Background: an optimization exercise with open tools, aiming at small area and a short achievable clock period. Do not read the settings as production practice.
In this exercise RTL edits were held to simulation tests only and were not proved equivalent to the original.
Power and IR drop assume default switching activity.

## cpu
module cpu (clk,clrn,inst,pc,alu_out,reg1,reg2);
    input  [31:0] inst;
    input         clk, clrn;
    output [31:0] pc;
    output [31:0] alu_out;
    output [31:0] reg1, reg2;
    wire [5:0] op = inst[31:26];
    wire [4:0] rc = inst[25:21];
    wire [4:0] ra = inst[20:16];
    wire [4:0] rb = inst[15:11];
    wire [3:0] f  = op[3:0];
    reg  [31:0] pc_q;
    reg  [31:0] r1, r2, r3, r4, r5;
    reg         zf_q, sf_q, cf_q;
    assign pc   = pc_q;
    assign reg1 = r5;
    assign reg2 = r4;
    wire [31:0] a = ({32{ra == 5'd1}} & r1) | ({32{ra == 5'd2}} & r2) |
                    ({32{ra == 5'd3}} & r3) | ({32{ra == 5'd4}} & r4) |
                    ({32{ra == 5'd5}} & r5);
    wire        imm_sel = ~op[5] & op[4];
    wire [31:0] b = ({32{~imm_sel & (rb == 5'd1)}} & r1) | ({32{~imm_sel & (rb == 5'd2)}} & r2) |
                    ({32{~imm_sel & (rb == 5'd3)}} & r3) | ({32{~imm_sel & (rb == 5'd4)}} & r4) |
                    ({32{~imm_sel & (rb == 5'd5)}} & r5) |
                    ({32{imm_sel}} & {{16{inst[15]}}, inst[15:0]});
    wire alu_grp = ~op[5];
    wire d_sub = alu_grp & ((f == 4'd1) | (f == 4'd9));
    wire d_mul = alu_grp & (f == 4'd2);
    wire d_and = alu_grp & (f == 4'd3);
    wire d_or  = alu_grp & (f == 4'd4);
    wire d_xor = alu_grp & (f == 4'd5);
    wire d_sll = alu_grp & (f == 4'd6);
    wire d_srl = alu_grp & (f == 4'd7);
    wire d_sra = alu_grp & (f == 4'd8);
    wire d_sum = ~(d_and | d_or | d_xor | d_sll | d_srl | d_sra);
    wire [15:0] ma = a[15:0];
    wire [15:0] mb = b[15:0];
    wire one0 = mb[0];
    wire two0 = mb[1] & ~mb[0];
    wire neg0 = mb[1];
    wire pp0_0 = (one0 & ma[0]) ^ neg0;
    wire pp0_1 = ((one0 & ma[1]) | (two0 & ma[0])) ^ neg0;
    wire pp0_2 = ((one0 & ma[2]) | (two0 & ma[1])) ^ neg0;
    wire pp0_3 = ((one0 & ma[3]) | (two0 & ma[2])) ^ neg0;
    wire pp0_4 = ((one0 & ma[4]) | (two0 & ma[3])) ^ neg0;
    wire pp0_5 = ((one0 & ma[5]) | (two0 & ma[4])) ^ neg0;
  ...
For scale: roughly 200 flip-flops, roughly 160 I/O pins, roughly 21,000 um2 of cells after synthesis.
Settings: LEC_CHECK=0, ABC_AREA=1, CAP_MARGIN=20, CORE_MARGIN=2, CORE_UTILIZATION=60, PLACE_DENSITY=0.75, SETUP_SLACK_MARGIN=5, SLEW_MARGIN=20, TNS_END_PERCENT=10; clock period 20.0 ns.
standard.sh (not shown) runs the stock make flow with config.mk's settings and CLKGATE_MAP_FILE= SYNTH_SCRIPT=/design/flow/synth_recipe.tcl, a recipe that flattens the netlist after the stock synthesis.
==> flow/flow/run.sh <==
#!/bin/bash
# The standard layout, with the port buffers made from sky130_fd_sc_hd__buf_1
# cells instead of the cell buffer_ports picks by default.
set -euo pipefail
bash standard.sh synth > synth.log 2>&1
bash standard.sh "BUFFER_PORTS_ARGS=-buffer_cell sky130_fd_sc_hd__buf_1" finish > layout.log 2>&1
The first run passed the timing, DRC and antenna checks.
Rerun with:
==> flow/run.sh (new file) <==
#!/bin/bash
# synth_recipe.tcl (not shown) runs the flow's synth.tcl, then flattens the netlist and writes it again
# the make line also repeats each setting of config.mk as NAME=value (left out here)
make -C /OpenROAD-flow-scripts/flow DESIGN_CONFIG=/design/flow/config.mk WORK_HOME=/design/flow/orfs CLKGATE_MAP_FILE= SYNTH_SCRIPT=/design/flow/synth_recipe.tcl finish
Settings changed: ABC_AREA 1 to default, CORE_UTILIZATION 60 to 40, PLACE_DENSITY 0.75 to default, SETUP_SLACK_MARGIN 5 to default, TNS_END_PERCENT 10 to default.
removed: flow/flow/run.sh
removed: flow/standard.sh
What happened:
- The new run produced a clean layout
- critical path depth fell by 7
- wire length goes up by roughly a tenth
- total power went down by about a fifth
- setup slack degrades by 3.2 ns
- via count is lower by a few percent
- final area climbs by a few percent
- synthesized cell count goes down by a little under a tenth
- die area grows by well over a third
- clock skew is about the same
Rerun with:
==> flow/flow/run.sh (new file) <==
#!/bin/bash
# The standard layout, with the port buffers made from sky130_fd_sc_hd__buf_1
# cells instead of the cell buffer_ports picks by default.
set -euo pipefail
bash standard.sh synth > synth.log 2>&1
bash standard.sh "BUFFER_PORTS_ARGS=-buffer_cell sky130_fd_sc_hd__buf_1" finish > layout.log 2>&1
==> flow/standard.sh (new file) <==
#!/bin/bash
# synth_recipe.tcl (not shown) runs the flow's synth.tcl, then flattens the netlist and writes it again
# the make line also repeats each setting of config.mk as NAME=value (left out here)
make -C /OpenROAD-flow-scripts/flow DESIGN_CONFIG=/design/flow/config.mk WORK_HOME=/design/flow/orfs CLKGATE_MAP_FILE= SYNTH_SCRIPT=/design/flow/synth_recipe.tcl "${@:-finish}"
Settings changed: ABC_AREA from default to 1, PLACE_DENSITY from default to 0.45, SETUP_SLACK_MARGIN from default to 5, TNS_END_PERCENT from default to 10.
removed: flow/run.sh
Effect:
- area after synthesis goes down by about 8%
- via count goes down by about 4%
- global-route usage goes down by 0.42 points
- final area goes down by 4.6%
- die area goes down by 7.5%
- wire length goes down by about 8%
Rerun with:
==> flow/flow/run.sh (replaced) <==
#!/bin/bash
# The standard layout, with the port buffers made from sky130_fd_sc_hd__buf_1
# cells instead of the cell buffer_ports picks by default, and gates off the
# critical paths downsized after global routing (RECOVER_POWER).
set -euo pipefail
bash standard.sh synth > synth.log 2>&1
bash standard.sh "BUFFER_PORTS_ARGS=-buffer_cell sky130_fd_sc_hd__buf_1" RECOVER_POWER=100 finish > layout.log 2>&1
Settings changed: CTS_BUF_LIST from default to sky130_fd_sc_hd__clkbuf_4 sky130_fd_sc_hd__clkbuf_8, PLACE_DENSITY 0.45 to default, TNS_END_PERCENT 10 to default.
With this change the flow finished but failed the layout checks on capacitance limit, slew limit.
Register-to-register slack improves by 0.02 ns.
Synthesized cell count is unchanged.
Synthesized area does not change.
Sequential cell count stays the same.
Final cell count grows by 0.51%.

## static timing again, ports no longer ideal
How much do the figures lean on ideal ports? The routed layouts below were timed once more, with nothing changed but the port constraints.
Step 1: set_driving_cell puts a clkbuf_16 on clk and a buf_2 on each other input, an assumption about the parent block.
Step 2 also shifts input and output timing later by t, the mid clock arrival at the registers, as if the neighbouring blocks saw the same clock.
a / b / c = no drivers / after step 1 / after step 2; a / b = the first two.
| run | t, ns | slack for setup (ns) | worst setup path after step 2 | latest minus earliest clock arrival (ns) | worst data-port slew with drivers (ns) |
|---|---|---|---|---|---|
| the first run | 0.520 | 4.947 / 4.892 / 4.892 | input to output | 0.018 / 0.017 | 0.05 |
| the second run | 0.525 | 1.704 / 1.681 / 1.681 | input to output | 0.016 / 0.016 | 0.06 |
| the third run | 0.562 | 5.048 / 5.016 / 5.016 | input to output | 0.021 / 0.020 | 0.06 |
| the fourth run | 0.576 | 2.754 / 2.731 / 2.731 | input to output | 0.027 / 0.027 | 0.05 |
The setup slack of the first run, which loses most, moves by -0.055 ns with the drivers and by -0.055 ns with both steps.
